This design comes from an exercise in tuning for small area and a short achievable clock period on the open sky130 flow, not from production work. Only the layout flow was run in this run; the RTL was not checked for function there.

### design/flow/config.mk
export PLATFORM = sky130hd
export DESIGN_NAME = simon32_64
export DESIGN_NICKNAME = simon32_64
export VERILOG_FILES = /design/flow/design.v
export SDC_FILE = /design/flow/constraint.sdc
export NUM_CORES = 4
export LEC_CHECK = 0
export CAP_MARGIN = 20
export CORE_MARGIN = 2
export CORE_UTILIZATION = 55
export GPL_TIMING_DRIVEN = 0
export SETUP_SLACK_MARGIN = 0.4
export SLEW_MARGIN = 20
export SYNTH_HIERARCHICAL = 1
export SYNTH_MINIMUM_KEEP_SIZE = 0
### design/flow/constraint.sdc
create_clock -name core_clock -period 2.5 [get_ports {clk}]
set_input_delay 0.5000 -clock core_clock [delete_from_list [all_inputs] [get_ports {clk}]]
set_output_delay 0.5000 -clock core_clock [all_outputs]
set_load 0.01 [all_outputs]
### design/flow/design.v
module g_xor2 (input logic a, b, output logic y);
  assign y = a ^ b;
endmodule
module g_xnor2 (input logic a, b, output logic y);
  assign y = ~(a ^ b);
endmodule
module g_nand2 (input logic a, b, output logic y);
  assign y = ~(a & b);
endmodule
module round #(
  parameter bit NEXT = 1
) (
  input  logic [15:0] x, w, kn,
  output logic [15:0] xn, wn
);
  genvar j;
  generate
    for (j = 0; j < 16; j++) begin : b
      logic q, p;
      g_nand2 Q (.a(x[(j+15)%16]), .b(x[(j+8)%16]), .y(q));
      g_xor2  P (.a(x[(j+14)%16]), .b(w[j]), .y(p));
      g_xnor2 X (.a(q), .b(p), .y(xn[j]));
      if (NEXT) begin : n
        g_xor2 W (.a(x[j]), .b(kn[j]), .y(wn[j]));
      end else begin : z
        assign wn[j] = 1'b0;
      end
    end
  endgenerate
endmodule
module key_d (
  input  logic [15:0] k,
  output logic [15:0] d
);
  genvar j;
  generate
    for (j = 0; j < 16; j++) begin : b
      g_xor2 D (.a(k[j]), .b(k[(j+1)%16]), .y(d[j]));
    end
  endgenerate
endmodule
module key_s #(
  parameter bit ZBIT = 0
) (
  input  logic [15:0] k0, d1,
  output logic [15:0] s
);
  localparam logic [15:0] C = 16'hfffc ^ {15'd0, ZBIT};
  genvar j;
  generate
    for (j = 0; j < 16; j++) begin : b
      if (C[j]) begin : one
        g_xnor2 S (.a(k0[j]), .b(d1[j]), .y(s[j]));
      end else begin : zero
        g_xor2  S (.a(k0[j]), .b(d1[j]), .y(s[j]));
      end
    end
  endgenerate
endmodule
module key_f (
  input  logic [15:0] s, d3,
  output logic [15:0] kn
);
  genvar j;
  generate
    for (j = 0; j < 16; j++) begin : b
      g_xor2 K (.a(s[j]), .b(d3[(j+3)%16]), .y(kn[j]));
    end
  endgenerate
endmodule
module simon32_64 (
  input  logic        clk, reset,
  input  logic        in_valid,
  input  logic [31:0] plaintext,
  input  logic [63:0] key,
  output logic        out_valid,
  output logic [31:0] ciphertext
);
  logic [15:0] w_0;
  logic [15:0] d1_r0;
  logic [15:0] s0_r0;
  logic [15:0] d3_r0;
  logic [15:0] k4;
  logic [15:0] x_1;
  logic [15:0] w_1;
  logic [15:0] d2_r1;
  logic [15:0] s1_r1;
  logic [15:0] d4_r1;
  logic [15:0] k5;
  logic [15:0] x_2;
  logic [15:0] w_2;
  logic [15:0] s2_r2;
  logic [15:0] d5_r2;
  logic [15:0] k6;
  logic [15:0] x_3;
  logic [15:0] w_3;
  logic [15:0] s3_r2;
  logic [15:0] xq3, wq3;
  logic [15:0] kq3_4;
  logic [15:0] kq3_5;
  logic [15:0] kq3_6;
  logic [15:0] sq3;
  logic [15:0] d6_r3;
  logic [15:0] k7;
  logic [15:0] x_4;
  logic [15:0] w_4;
  logic [15:0] d5_r4;
  logic [15:0] s4_r4;
  logic [15:0] d7_r4;
  logic [15:0] k8;
  logic [15:0] x_5;
  logic [15:0] w_5;
  logic [15:0] s5_r5;
  logic [15:0] d8_r5;
  logic [15:0] k9;
  logic [15:0] x_6;
  logic [15:0] w_6;
  logic [15:0] s6_r5;
  logic [15:0] xq6, wq6;
  logic [15:0] kq6_7;
  logic [15:0] kq6_8;
  logic [15:0] kq6_9;
  logic [15:0] sq6;
  logic [15:0] d9_r6;
  logic [15:0] k10;
  logic [15:0] x_7;
  logic [15:0] w_7;
  logic [15:0] d8_r7;
  logic [15:0] s7_r7;
  logic [15:0] d10_r7;
  logic [15:0] k11;
  logic [15:0] x_8;
  logic [15:0] w_8;
  logic [15:0] s8_r8;
  logic [15:0] d11_r8;
  logic [15:0] k12;
  logic [15:0] x_9;
  logic [15:0] w_9;
  logic [15:0] s9_r8;
  logic [15:0] xq9, wq9;
  logic [15:0] kq9_10;
  logic [15:0] kq9_11;
  logic [15:0] kq9_12;
  logic [15:0] sq9;
  logic [15:0] d12_r9;
  logic [15:0] k13;
  logic [15:0] x_10;
  logic [15:0] w_10;
  logic [15:0] d11_r10;
  logic [15:0] s10_r10;
  logic [15:0] d13_r10;
  logic [15:0] k14;
  logic [15:0] x_11;
  logic [15:0] w_11;
  logic [15:0] s11_r11;
  logic [15:0] d14_r11;
  logic [15:0] k15;
  logic [15:0] x_12;
  logic [15:0] w_12;
  logic [15:0] s12_r11;
  logic [15:0] xq12, wq12;
  logic [15:0] kq12_13;
  logic [15:0] kq12_14;
  logic [15:0] kq12_15;
  logic [15:0] sq12;
  logic [15:0] d15_r12;
  logic [15:0] k16;
  logic [15:0] x_13;
  logic [15:0] w_13;
  logic [15:0] d14_r13;
  logic [15:0] s13_r13;
  logic [15:0] d16_r13;
  logic [15:0] k17;
  logic [15:0] x_14;
  logic [15:0] w_14;
  logic [15:0] s14_r14;
  logic [15:0] d17_r14;
  logic [15:0] k18;
  logic [15:0] x_15;
  logic [15:0] w_15;
  logic [15:0] s15_r14;
  logic [15:0] xq15, wq15;
  logic [15:0] kq15_16;
  logic [15:0] kq15_17;
  logic [15:0] kq15_18;
  logic [15:0] sq15;
  logic [15:0] d18_r15;
  logic [15:0] k19;
  logic [15:0] x_16;
  logic [15:0] w_16;
  logic [15:0] d17_r16;
  logic [15:0] s16_r16;
  logic [15:0] d19_r16;
  logic [15:0] k20;
  logic [15:0] x_17;
  logic [15:0] w_17;
  logic [15:0] s17_r17;
  logic [15:0] d20_r17;
  logic [15:0] k21;
  logic [15:0] x_18;
  logic [15:0] w_18;
  logic [15:0] s18_r17;
  logic [15:0] xq18, wq18;
  logic [15:0] kq18_19;
  logic [15:0] kq18_20;
  logic [15:0] kq18_21;
  logic [15:0] sq18;
  logic [15:0] d21_r18;
  logic [15:0] k22;
  logic [15:0] x_19;
  logic [15:0] w_19;
  logic [15:0] d20_r19;
  logic [15:0] s19_r19;
  logic [15:0] d22_r19;
  logic [15:0] k23;
  logic [15:0] x_20;
  logic [15:0] w_20;
  logic [15:0] s20_r20;
  logic [15:0] d23_r20;
  logic [15:0] k24;
  logic [15:0] x_21;
  logic [15:0] w_21;
  logic [15:0] s21_r20;
  logic [15:0] xq21, wq21;
  logic [15:0] kq21_22;
  logic [15:0] kq21_23;
  logic [15:0] kq21_24;
  logic [15:0] sq21;
  logic [15:0] d24_r21;
  logic [15:0] k25;
  logic [15:0] x_22;
  logic [15:0] w_22;
  logic [15:0] d23_r22;
  logic [15:0] s22_r22;
  logic [15:0] d25_r22;
  logic [15:0] k26;
  logic [15:0] x_23;
  logic [15:0] w_23;
  logic [15:0] s23_r23;
  logic [15:0] d26_r23;
  logic [15:0] k27;
  logic [15:0] x_24;
  logic [15:0] w_24;
  logic [15:0] s24_r23;
  logic [15:0] xq24, wq24;
  logic [15:0] kq24_25;
  logic [15:0] kq24_26;
  logic [15:0] kq24_27;
  logic [15:0] sq24;
  logic [15:0] d27_r24;
  logic [15:0] k28;
  logic [15:0] x_25;
  logic [15:0] w_25;
  logic [15:0] d26_r25;
  logic [15:0] s25_r25;
  logic [15:0] d28_r25;
  logic [15:0] k29;
  logic [15:0] x_26;
  logic [15:0] w_26;
  logic [15:0] s26_r26;
  logic [15:0] d29_r26;
  logic [15:0] k30;
  logic [15:0] x_27;
  logic [15:0] w_27;
  logic [15:0] s27_r26;
  logic [15:0] xq27, wq27;
  logic [15:0] kq27_28;
  logic [15:0] kq27_29;
  logic [15:0] kq27_30;
  logic [15:0] sq27;
  logic [15:0] d30_r27;
  logic [15:0] k31;
  logic [15:0] x_28;
  logic [15:0] w_28;
  logic [15:0] x_29;
  logic [15:0] w_29;
  logic [15:0] x_30;
  logic [15:0] w_30;
  logic [15:0] xq30, wq30;
  logic [15:0] kq30_31;
  logic [15:0] x_31;
  logic [15:0] w_31;
  logic [15:0] x_32;
  logic [31:0] ct_q;
  for (genvar j = 0; j < 16; j++) begin : w0
    g_xor2 W (.a(plaintext[j]), .b(key[j]), .y(w_0[j]));
  end
  key_d D1_r0 (.k(key[31:16]), .d(d1_r0));
  key_s #(.ZBIT(1'b1)) S0_r0 (.k0(key[15:0]), .d1(d1_r0), .s(s0_r0));
  key_d D3_r0 (.k(key[63:48]), .d(d3_r0));
  key_f K4 (.s(s0_r0), .d3(d3_r0), .kn(k4));
  round #(.NEXT(1'b1)) R0 (.x(plaintext[31:16]), .w(w_0), .kn(key[31:16]), .xn(x_1), .wn(w_1));
  key_d D2_r1 (.k(key[47:32]), .d(d2_r1));
  key_s #(.ZBIT(1'b1)) S1_r1 (.k0(key[31:16]), .d1(d2_r1), .s(s1_r1));
  key_d D4_r1 (.k(k4), .d(d4_r1));
  key_f K5 (.s(s1_r1), .d3(d4_r1), .kn(k5));
  round #(.NEXT(1'b1)) R1 (.x(x_1), .w(w_1), .kn(key[47:32]), .xn(x_2), .wn(w_2));
  key_s #(.ZBIT(1'b1)) S2_r2 (.k0(key[47:32]), .d1(d3_r0), .s(s2_r2));
  key_d D5_r2 (.k(k5), .d(d5_r2));
  key_f K6 (.s(s2_r2), .d3(d5_r2), .kn(k6));
  round #(.NEXT(1'b1)) R2 (.x(x_2), .w(w_2), .kn(key[63:48]), .xn(x_3), .wn(w_3));
  key_s #(.ZBIT(1'b1)) S3_r2 (.k0(key[63:48]), .d1(d4_r1), .s(s3_r2));
  always_ff @(posedge clk) begin
    xq3 <= x_3;
    wq3 <= w_3;
    kq3_4 <= k4;
    kq3_5 <= k5;
    kq3_6 <= k6;
    sq3 <= s3_r2;
  end
  key_d D6_r3 (.k(kq3_6), .d(d6_r3));
  key_f K7 (.s(sq3), .d3(d6_r3), .kn(k7));
  round #(.NEXT(1'b1)) R3 (.x(xq3), .w(wq3), .kn(kq3_4), .xn(x_4), .wn(w_4));
  key_d D5_r4 (.k(kq3_5), .d(d5_r4));
  key_s #(.ZBIT(1'b1)) S4_r4 (.k0(kq3_4), .d1(d5_r4), .s(s4_r4));
  key_d D7_r4 (.k(k7), .d(d7_r4));
  key_f K8 (.s(s4_r4), .d3(d7_r4), .kn(k8));
  round #(.NEXT(1'b1)) R4 (.x(x_4), .w(w_4), .kn(kq3_5), .xn(x_5), .wn(w_5));
  key_s #(.ZBIT(1'b0)) S5_r5 (.k0(kq3_5), .d1(d6_r3), .s(s5_r5));
  key_d D8_r5 (.k(k8), .d(d8_r5));
  key_f K9 (.s(s5_r5), .d3(d8_r5), .kn(k9));
  round #(.NEXT(1'b1)) R5 (.x(x_5), .w(w_5), .kn(kq3_6), .xn(x_6), .wn(w_6));
  key_s #(.ZBIT(1'b1)) S6_r5 (.k0(kq3_6), .d1(d7_r4), .s(s6_r5));
  always_ff @(posedge clk) begin
    xq6 <= x_6;
    wq6 <= w_6;
    kq6_7 <= k7;
    kq6_8 <= k8;
    kq6_9 <= k9;
    sq6 <= s6_r5;
  end
  key_d D9_r6 (.k(kq6_9), .d(d9_r6));
  key_f K10 (.s(sq6), .d3(d9_r6), .kn(k10));
  round #(.NEXT(1'b1)) R6 (.x(xq6), .w(wq6), .kn(kq6_7), .xn(x_7), .wn(w_7));
  key_d D8_r7 (.k(kq6_8), .d(d8_r7));
  key_s #(.ZBIT(1'b0)) S7_r7 (.k0(kq6_7), .d1(d8_r7), .s(s7_r7));
  key_d D10_r7 (.k(k10), .d(d10_r7));
  key_f K11 (.s(s7_r7), .d3(d10_r7), .kn(k11));
  round #(.NEXT(1'b1)) R7 (.x(x_7), .w(w_7), .kn(kq6_8), .xn(x_8), .wn(w_8));
  key_s #(.ZBIT(1'b0)) S8_r8 (.k0(kq6_8), .d1(d9_r6), .s(s8_r8));
  key_d D11_r8 (.k(k11), .d(d11_r8));
  key_f K12 (.s(s8_r8), .d3(d11_r8), .kn(k12));
  round #(.NEXT(1'b1)) R8 (.x(x_8), .w(w_8), .kn(kq6_9), .xn(x_9), .wn(w_9));
  key_s #(.ZBIT(1'b0)) S9_r8 (.k0(kq6_9), .d1(d10_r7), .s(s9_r8));
  always_ff @(posedge clk) begin
    xq9 <= x_9;
    wq9 <= w_9;
    kq9_10 <= k10;
    kq9_11 <= k11;
    kq9_12 <= k12;
    sq9 <= s9_r8;
  end
  key_d D12_r9 (.k(kq9_12), .d(d12_r9));
  key_f K13 (.s(sq9), .d3(d12_r9), .kn(k13));
  round #(.NEXT(1'b1)) R9 (.x(xq9), .w(wq9), .kn(kq9_10), .xn(x_10), .wn(w_10));
  key_d D11_r10 (.k(kq9_11), .d(d11_r10));
  key_s #(.ZBIT(1'b1)) S10_r10 (.k0(kq9_10), .d1(d11_r10), .s(s10_r10));
  key_d D13_r10 (.k(k13), .d(d13_r10));
  key_f K14 (.s(s10_r10), .d3(d13_r10), .kn(k14));
  round #(.NEXT(1'b1)) R10 (.x(x_10), .w(w_10), .kn(kq9_11), .xn(x_11), .wn(w_11));
  key_s #(.ZBIT(1'b0)) S11_r11 (.k0(kq9_11), .d1(d12_r9), .s(s11_r11));
  key_d D14_r11 (.k(k14), .d(d14_r11));
  key_f K15 (.s(s11_r11), .d3(d14_r11), .kn(k15));
  round #(.NEXT(1'b1)) R11 (.x(x_11), .w(w_11), .kn(kq9_12), .xn(x_12), .wn(w_12));
  key_s #(.ZBIT(1'b0)) S12_r11 (.k0(kq9_12), .d1(d13_r10), .s(s12_r11));
  always_ff @(posedge clk) begin
    xq12 <= x_12;
    wq12 <= w_12;
    kq12_13 <= k13;
    kq12_14 <= k14;
    kq12_15 <= k15;
    sq12 <= s12_r11;
  end
  key_d D15_r12 (.k(kq12_15), .d(d15_r12));
  key_f K16 (.s(sq12), .d3(d15_r12), .kn(k16));
  round #(.NEXT(1'b1)) R12 (.x(xq12), .w(wq12), .kn(kq12_13), .xn(x_13), .wn(w_13));
  key_d D14_r13 (.k(kq12_14), .d(d14_r13));
  key_s #(.ZBIT(1'b1)) S13_r13 (.k0(kq12_13), .d1(d14_r13), .s(s13_r13));
  key_d D16_r13 (.k(k16), .d(d16_r13));
  key_f K17 (.s(s13_r13), .d3(d16_r13), .kn(k17));
  round #(.NEXT(1'b1)) R13 (.x(x_13), .w(w_13), .kn(kq12_14), .xn(x_14), .wn(w_14));
  key_s #(.ZBIT(1'b0)) S14_r14 (.k0(kq12_14), .d1(d15_r12), .s(s14_r14));
  key_d D17_r14 (.k(k17), .d(d17_r14));
  key_f K18 (.s(s14_r14), .d3(d17_r14), .kn(k18));
  round #(.NEXT(1'b1)) R14 (.x(x_14), .w(w_14), .kn(kq12_15), .xn(x_15), .wn(w_15));
  key_s #(.ZBIT(1'b1)) S15_r14 (.k0(kq12_15), .d1(d16_r13), .s(s15_r14));
  always_ff @(posedge clk) begin
    xq15 <= x_15;
    wq15 <= w_15;
    kq15_16 <= k16;
    kq15_17 <= k17;
    kq15_18 <= k18;
    sq15 <= s15_r14;
  end
  key_d D18_r15 (.k(kq15_18), .d(d18_r15));
  key_f K19 (.s(sq15), .d3(d18_r15), .kn(k19));
  round #(.NEXT(1'b1)) R15 (.x(xq15), .w(wq15), .kn(kq15_16), .xn(x_16), .wn(w_16));
  key_d D17_r16 (.k(kq15_17), .d(d17_r16));
  key_s #(.ZBIT(1'b0)) S16_r16 (.k0(kq15_16), .d1(d17_r16), .s(s16_r16));
  key_d D19_r16 (.k(k19), .d(d19_r16));
  key_f K20 (.s(s16_r16), .d3(d19_r16), .kn(k20));
  round #(.NEXT(1'b1)) R16 (.x(x_16), .w(w_16), .kn(kq15_17), .xn(x_17), .wn(w_17));
  key_s #(.ZBIT(1'b1)) S17_r17 (.k0(kq15_17), .d1(d18_r15), .s(s17_r17));
  key_d D20_r17 (.k(k20), .d(d20_r17));
  key_f K21 (.s(s17_r17), .d3(d20_r17), .kn(k21));
  round #(.NEXT(1'b1)) R17 (.x(x_17), .w(w_17), .kn(kq15_18), .xn(x_18), .wn(w_18));
  key_s #(.ZBIT(1'b1)) S18_r17 (.k0(kq15_18), .d1(d19_r16), .s(s18_r17));
  always_ff @(posedge clk) begin
    xq18 <= x_18;
    wq18 <= w_18;
    kq18_19 <= k19;
    kq18_20 <= k20;
    kq18_21 <= k21;
    sq18 <= s18_r17;
  end
  key_d D21_r18 (.k(kq18_21), .d(d21_r18));
  key_f K22 (.s(sq18), .d3(d21_r18), .kn(k22));
  round #(.NEXT(1'b1)) R18 (.x(xq18), .w(wq18), .kn(kq18_19), .xn(x_19), .wn(w_19));
  key_d D20_r19 (.k(kq18_20), .d(d20_r19));
  key_s #(.ZBIT(1'b0)) S19_r19 (.k0(kq18_19), .d1(d20_r19), .s(s19_r19));
  key_d D22_r19 (.k(k22), .d(d22_r19));
  key_f K23 (.s(s19_r19), .d3(d22_r19), .kn(k23));
  round #(.NEXT(1'b1)) R19 (.x(x_19), .w(w_19), .kn(kq18_20), .xn(x_20), .wn(w_20));
  key_s #(.ZBIT(1'b0)) S20_r20 (.k0(kq18_20), .d1(d21_r18), .s(s20_r20));
  key_d D23_r20 (.k(k23), .d(d23_r20));
  key_f K24 (.s(s20_r20), .d3(d23_r20), .kn(k24));
  round #(.NEXT(1'b1)) R20 (.x(x_20), .w(w_20), .kn(kq18_21), .xn(x_21), .wn(w_21));
  key_s #(.ZBIT(1'b0)) S21_r20 (.k0(kq18_21), .d1(d22_r19), .s(s21_r20));
  always_ff @(posedge clk) begin
    xq21 <= x_21;
    wq21 <= w_21;
    kq21_22 <= k22;
    kq21_23 <= k23;
    kq21_24 <= k24;
    sq21 <= s21_r20;
  end
  key_d D24_r21 (.k(kq21_24), .d(d24_r21));
  key_f K25 (.s(sq21), .d3(d24_r21), .kn(k25));
  round #(.NEXT(1'b1)) R21 (.x(xq21), .w(wq21), .kn(kq21_22), .xn(x_22), .wn(w_22));
  key_d D23_r22 (.k(kq21_23), .d(d23_r22));
  key_s #(.ZBIT(1'b0)) S22_r22 (.k0(kq21_22), .d1(d23_r22), .s(s22_r22));
  key_d D25_r22 (.k(k25), .d(d25_r22));
  key_f K26 (.s(s22_r22), .d3(d25_r22), .kn(k26));
  round #(.NEXT(1'b1)) R22 (.x(x_22), .w(w_22), .kn(kq21_23), .xn(x_23), .wn(w_23));
  key_s #(.ZBIT(1'b1)) S23_r23 (.k0(kq21_23), .d1(d24_r21), .s(s23_r23));
  key_d D26_r23 (.k(k26), .d(d26_r23));
  key_f K27 (.s(s23_r23), .d3(d26_r23), .kn(k27));
  round #(.NEXT(1'b1)) R23 (.x(x_23), .w(w_23), .kn(kq21_24), .xn(x_24), .wn(w_24));
  key_s #(.ZBIT(1'b1)) S24_r23 (.k0(kq21_24), .d1(d25_r22), .s(s24_r23));
  always_ff @(posedge clk) begin
    xq24 <= x_24;
    wq24 <= w_24;
    kq24_25 <= k25;
    kq24_26 <= k26;
    kq24_27 <= k27;
    sq24 <= s24_r23;
  end
  key_d D27_r24 (.k(kq24_27), .d(d27_r24));
  key_f K28 (.s(sq24), .d3(d27_r24), .kn(k28));
  round #(.NEXT(1'b1)) R24 (.x(xq24), .w(wq24), .kn(kq24_25), .xn(x_25), .wn(w_25));
  key_d D26_r25 (.k(kq24_26), .d(d26_r25));
  key_s #(.ZBIT(1'b1)) S25_r25 (.k0(kq24_25), .d1(d26_r25), .s(s25_r25));
  key_d D28_r25 (.k(k28), .d(d28_r25));
  key_f K29 (.s(s25_r25), .d3(d28_r25), .kn(k29));
  round #(.NEXT(1'b1)) R25 (.x(x_25), .w(w_25), .kn(kq24_26), .xn(x_26), .wn(w_26));
  key_s #(.ZBIT(1'b0)) S26_r26 (.k0(kq24_26), .d1(d27_r24), .s(s26_r26));
  key_d D29_r26 (.k(k29), .d(d29_r26));
  key_f K30 (.s(s26_r26), .d3(d29_r26), .kn(k30));
  round #(.NEXT(1'b1)) R26 (.x(x_26), .w(w_26), .kn(kq24_27), .xn(x_27), .wn(w_27));
  key_s #(.ZBIT(1'b0)) S27_r26 (.k0(kq24_27), .d1(d28_r25), .s(s27_r26));
  always_ff @(posedge clk) begin
    xq27 <= x_27;
    wq27 <= w_27;
    kq27_28 <= k28;
    kq27_29 <= k29;
    kq27_30 <= k30;
    sq27 <= s27_r26;
  end
  key_d D30_r27 (.k(kq27_30), .d(d30_r27));
  key_f K31 (.s(sq27), .d3(d30_r27), .kn(k31));
  round #(.NEXT(1'b1)) R27 (.x(xq27), .w(wq27), .kn(kq27_28), .xn(x_28), .wn(w_28));
  round #(.NEXT(1'b1)) R28 (.x(x_28), .w(w_28), .kn(kq27_29), .xn(x_29), .wn(w_29));
  round #(.NEXT(1'b1)) R29 (.x(x_29), .w(w_29), .kn(kq27_30), .xn(x_30), .wn(w_30));
  always_ff @(posedge clk) begin
    xq30 <= x_30;
    wq30 <= w_30;
    kq30_31 <= k31;
  end
  round #(.NEXT(1'b1)) R30 (.x(xq30), .w(wq30), .kn(kq30_31), .xn(x_31), .wn(w_31));
  round #(.NEXT(1'b0)) R31 (.x(x_31), .w(w_31), .kn(16'd0), .xn(x_32), .wn());
  always_ff @(posedge clk) ct_q <= {x_32, x_31};
  assign ciphertext = ct_q;
  logic [10:0] valid_r;
  always_ff @(posedge clk) begin
    if (reset)
      valid_r <= '0;
    else
      valid_r <= {valid_r[9:0], in_valid};
  end
  assign out_valid = valid_r[10];
endmodule
### design/flow/flow/run.sh
#!/bin/bash
# The standard layout, except that the output ports get a fast buffer (buf_4) instead of the
# default port buffer; the input ports keep the default. Everything else is standard.sh as is.
set -euo pipefail
here=$(pwd)
bash standard.sh DONT_BUFFER_PORTS=1 PRE_GLOBAL_PLACE_TCL="$here/flow/ports.tcl" finish > "$here/flow_standard.log" 2>&1
### design/flow/flow/ports.tcl
# Port buffers, placed where global_place.tcl would put them: inputs with the default cell,
# outputs with a fast buffer.
buffer_ports -inputs
buffer_ports -outputs -buffer_cell sky130_fd_sc_hd__buf_4
### design/flow/standard.sh
#!/bin/bash
# synth_recipe.tcl (not shown) runs the flow's synth.tcl, then flattens the netlist and writes it again
# the make line also repeats each setting of config.mk as NAME=value (left out here)
make -C /OpenROAD-flow-scripts/flow DESIGN_CONFIG=/design/flow/config.mk WORK_HOME=/design/flow/orfs CLKGATE_MAP_FILE= SYNTH_SCRIPT=/design/flow/synth_recipe.tcl "${@:-finish}"
==> flow_summary_export.csv <==
group,metric,value,unit
worst_setup_path,required,3090,ps
sta,finalCritPeriodShare,87.27,%
final_layout,post-route-util,76.41,%
floorplanning,pin_count,132,
worst_setup_path,r2r_slack,320,ps
final_layout,register_area,19540,um2
final_layout,area_growth,38.30,%
sta,fin_skew,28.74,ps
final_layout,largest_reg_flops,32,
route,wl_per_cell,25.19,um
route,drtIter0Drc,2668,
final_layout,fillers,5548,
floorplanning,die_h,298.8,um
clock_network,numCtsBuffers,98,
floorplanning,dieWidth,298.8,um
floorplanning,dieArea,89250,um2
global_routing,grt_pass1_wl,216100,um
worst_setup_path,worst-path-max-fanout,4,
final_layout,finalNetCount,5162,
clock_network,clock_latency,700,ps
sta,hold_viol,0,
synth,synth_area_per_cell,10.57,um2
placed_design,gp_congestion,0.9442,
synth,yosysWarnings,7,
placed_design,place.port_buffers,131,
sta,drv_slew,0,
global_routing,grt_usage,33.50,%
worst_setup_path,r2r-start,"kq9_12[13]$_DFF_P_",
final_layout,diodes,0,
global_routing,grt_max_degree,15,
final_layout,multiInputGateArea,38130,um2
floorplanning,start_util,55.25,%
synth,syn-num-nets,4618,
sta,worst_slew_pin_slew,674.8,ps
global_routing,overflow,0,
floorplanning,num_rows,108,
final_layout,drive_gt1_share,30.86,%
synth,syn_inst,4519,
clock_network,cts.path.max_buffers,3,
worst_setup_path,timing_worst_setup_path_type,"reg -> reg",
clock_network,cts-root-buf,"clkbuf_16",
global_routing,grt_pass1_vias,31920,
clock_network,htreeDepth,3,
sta,fin_crit,2182,ps
sta,fmax,458.3,MHz
sta,setup_violations,0,
worst_setup_path,worstSetupStartpoint,"kq9_12[13]$_DFF_P_",
synth,synth_area,47780,um2
route,drc,0,
floorplanning,core_area,86480,um2
global_routing,grt_antenna_before_repair,2,
worst_hold_path,worstHoldStart,"key[62]",
run_status,outcome,"finished clean",
worst_setup_path,crit_arrival,2780,ps
worst_hold_path,whs_path_depth,2,
worst_setup_path,cp-start-kind,"flop",
clock_network,clock-sinks,955,
route,wl,158600,um
worst_hold_path,hold_class,"in -> reg",
route,avgViaCountPerCell,5.048,
worst_setup_path,rr_worst_depth,7,
route,vias,31790,
placed_design,dp_hpwl,120100,um
route,antenna_left,0,
clock_network,cts_tree,"built",
worst_setup_path,worstSetupEndpointType,"flop",
worst_setup_path,regToRegEndpoint,"kq12_15[2]$_DFF_P_",
final_layout,largest-register,"ct_q",
worst_hold_path,hold_path_end,"sq3[14]$_DFF_P_",
route,dr.pass1.iters,5,
run,drv_cap,0,
sta,rsz0062_at_grt,"yes",
clock_network,clk_pin_slew,60,ps
sta,slew_headroom,54.69,%
sta,setup_tns,0,ps
final cells by class:
class                   count  area share, %
clock buffers             142          4.391
clock inverters            37         0.6418
multi-input cells        3563          57.69
repair buffers            444          5.504
flip-flops and latches    955          29.57
well taps                1155          2.187
plain buffers               1        0.01704
layout by cell type (no fill, tap or decap):
master and count:
dlymetal6s2s_1 12, dfxtp_4 98, clkdlybuf4s50_1 65, clkdlybuf4s15_1 4, nand2_2 2, and2b_2 1, clkbuf_2 1, buf_4 341
buf_12 4, dfxtp_2 43, clkinv_2 17, clkinv_4 1, buf_6 2, xor2_2 448, dfxtp_1 814, inv_6 4
nor2b_4 2, inv_16 2, clkinvlp_4 6, xnor2_2 253, xor2_1 1499, xnor2_4 49, xor2_4 175, xnor2_1 616
clkbuf_8 22, dlygate4sd2_1 16, nor2b_2 8, clkbuf_16 101, nand2_1 510, bufinv_16 7, clkbuf_1 19
per-stage QoR:
step / worst slack, ps / area (um2) / hold WS [ps] / std cells
floorplan: 482.7 / 47780 / 405.6 / 4519
global placement: -751.8 / 50460 / 407.1 / 5805
detailed placement: -811.3 / 50460 / 409.9 / 5805
CTS: 244.7 / 59680 / 340.1 / 6136
global route: 253.6 / 66080 / 262.3 / 6297
finish: 318.2 / 66080 / 278.7 / 6297
timing repair:
item / 4_1_cts / 5_1_grt
gates resized for setup: 734 / 696
hold buffers: 0 / 0
pin swaps: 212 / 195
buffers inserted: 152 / 161
hold endpoints to repair: 0 / 0
cloned: 0 / 0
setup endpoints to repair: 436 / 377
critical path, cell delays in order, from the launching register on:
cell and delay (ps):
dfxtp_4 460, xor2_2 250, xor2_2 250, buf_4 170
xor2_2 230, xor2_2 270, xor2_1 250, xor2_1 220
layer usage:
metal	global-route usage (%)	vias to the layer above	wire length, um
li1	-	14300	-
met1	47.57	16100	68080
met2	53.70	1128	75400
met3	4.893	254	10780
met4	8.881	0	4388
met5	0	-	0
worst max path at each step:
stage | slack [ps] | to | depth (start not counted)
floorplan | 480 | kq3_6[9]$_DFF_P_ | 7
global placement | -750 | kq3_6[8]$_DFF_P_ | 8
detailed placement | -810 | kq3_6[8]$_DFF_P_ | 8
CTS | 240 | kq6_9[15]$_DFF_P_ | 6
global route | 250 | kq6_9[15]$_DFF_P_ | 6
finish | 320 | kq12_15[2]$_DFF_P_ | 7

[separate check: timing with driven ports]
In the flow no input, the clock included, has a driving cell. The finished layout below was timed again as built, in two steps. Step 1, drivers: a clkbuf_16 drives clk and a buf_2 each remaining input, both assumed. Step 2 moves the port delays by t, midway between the first and last clock arrival at a register: inputs arrive t later, outputs are due t later. That takes back most of the time a late clock gives input paths. Three values: ideal ports, drivers, drivers and shift; two values: the first two.
t (ns): 0.759
setup slack, ns: 0.318 / 0.318 / -0.291
hold slack, ns: 0.279 / 0.246 / 0.416
worst slew at a driven data input, ns: 0.09
Met with ideal ports but missed after step 2: setup timing in this run. For this run, drivers alone change the setup slack by 0.000 ns; drivers and shift together by -0.609 ns.
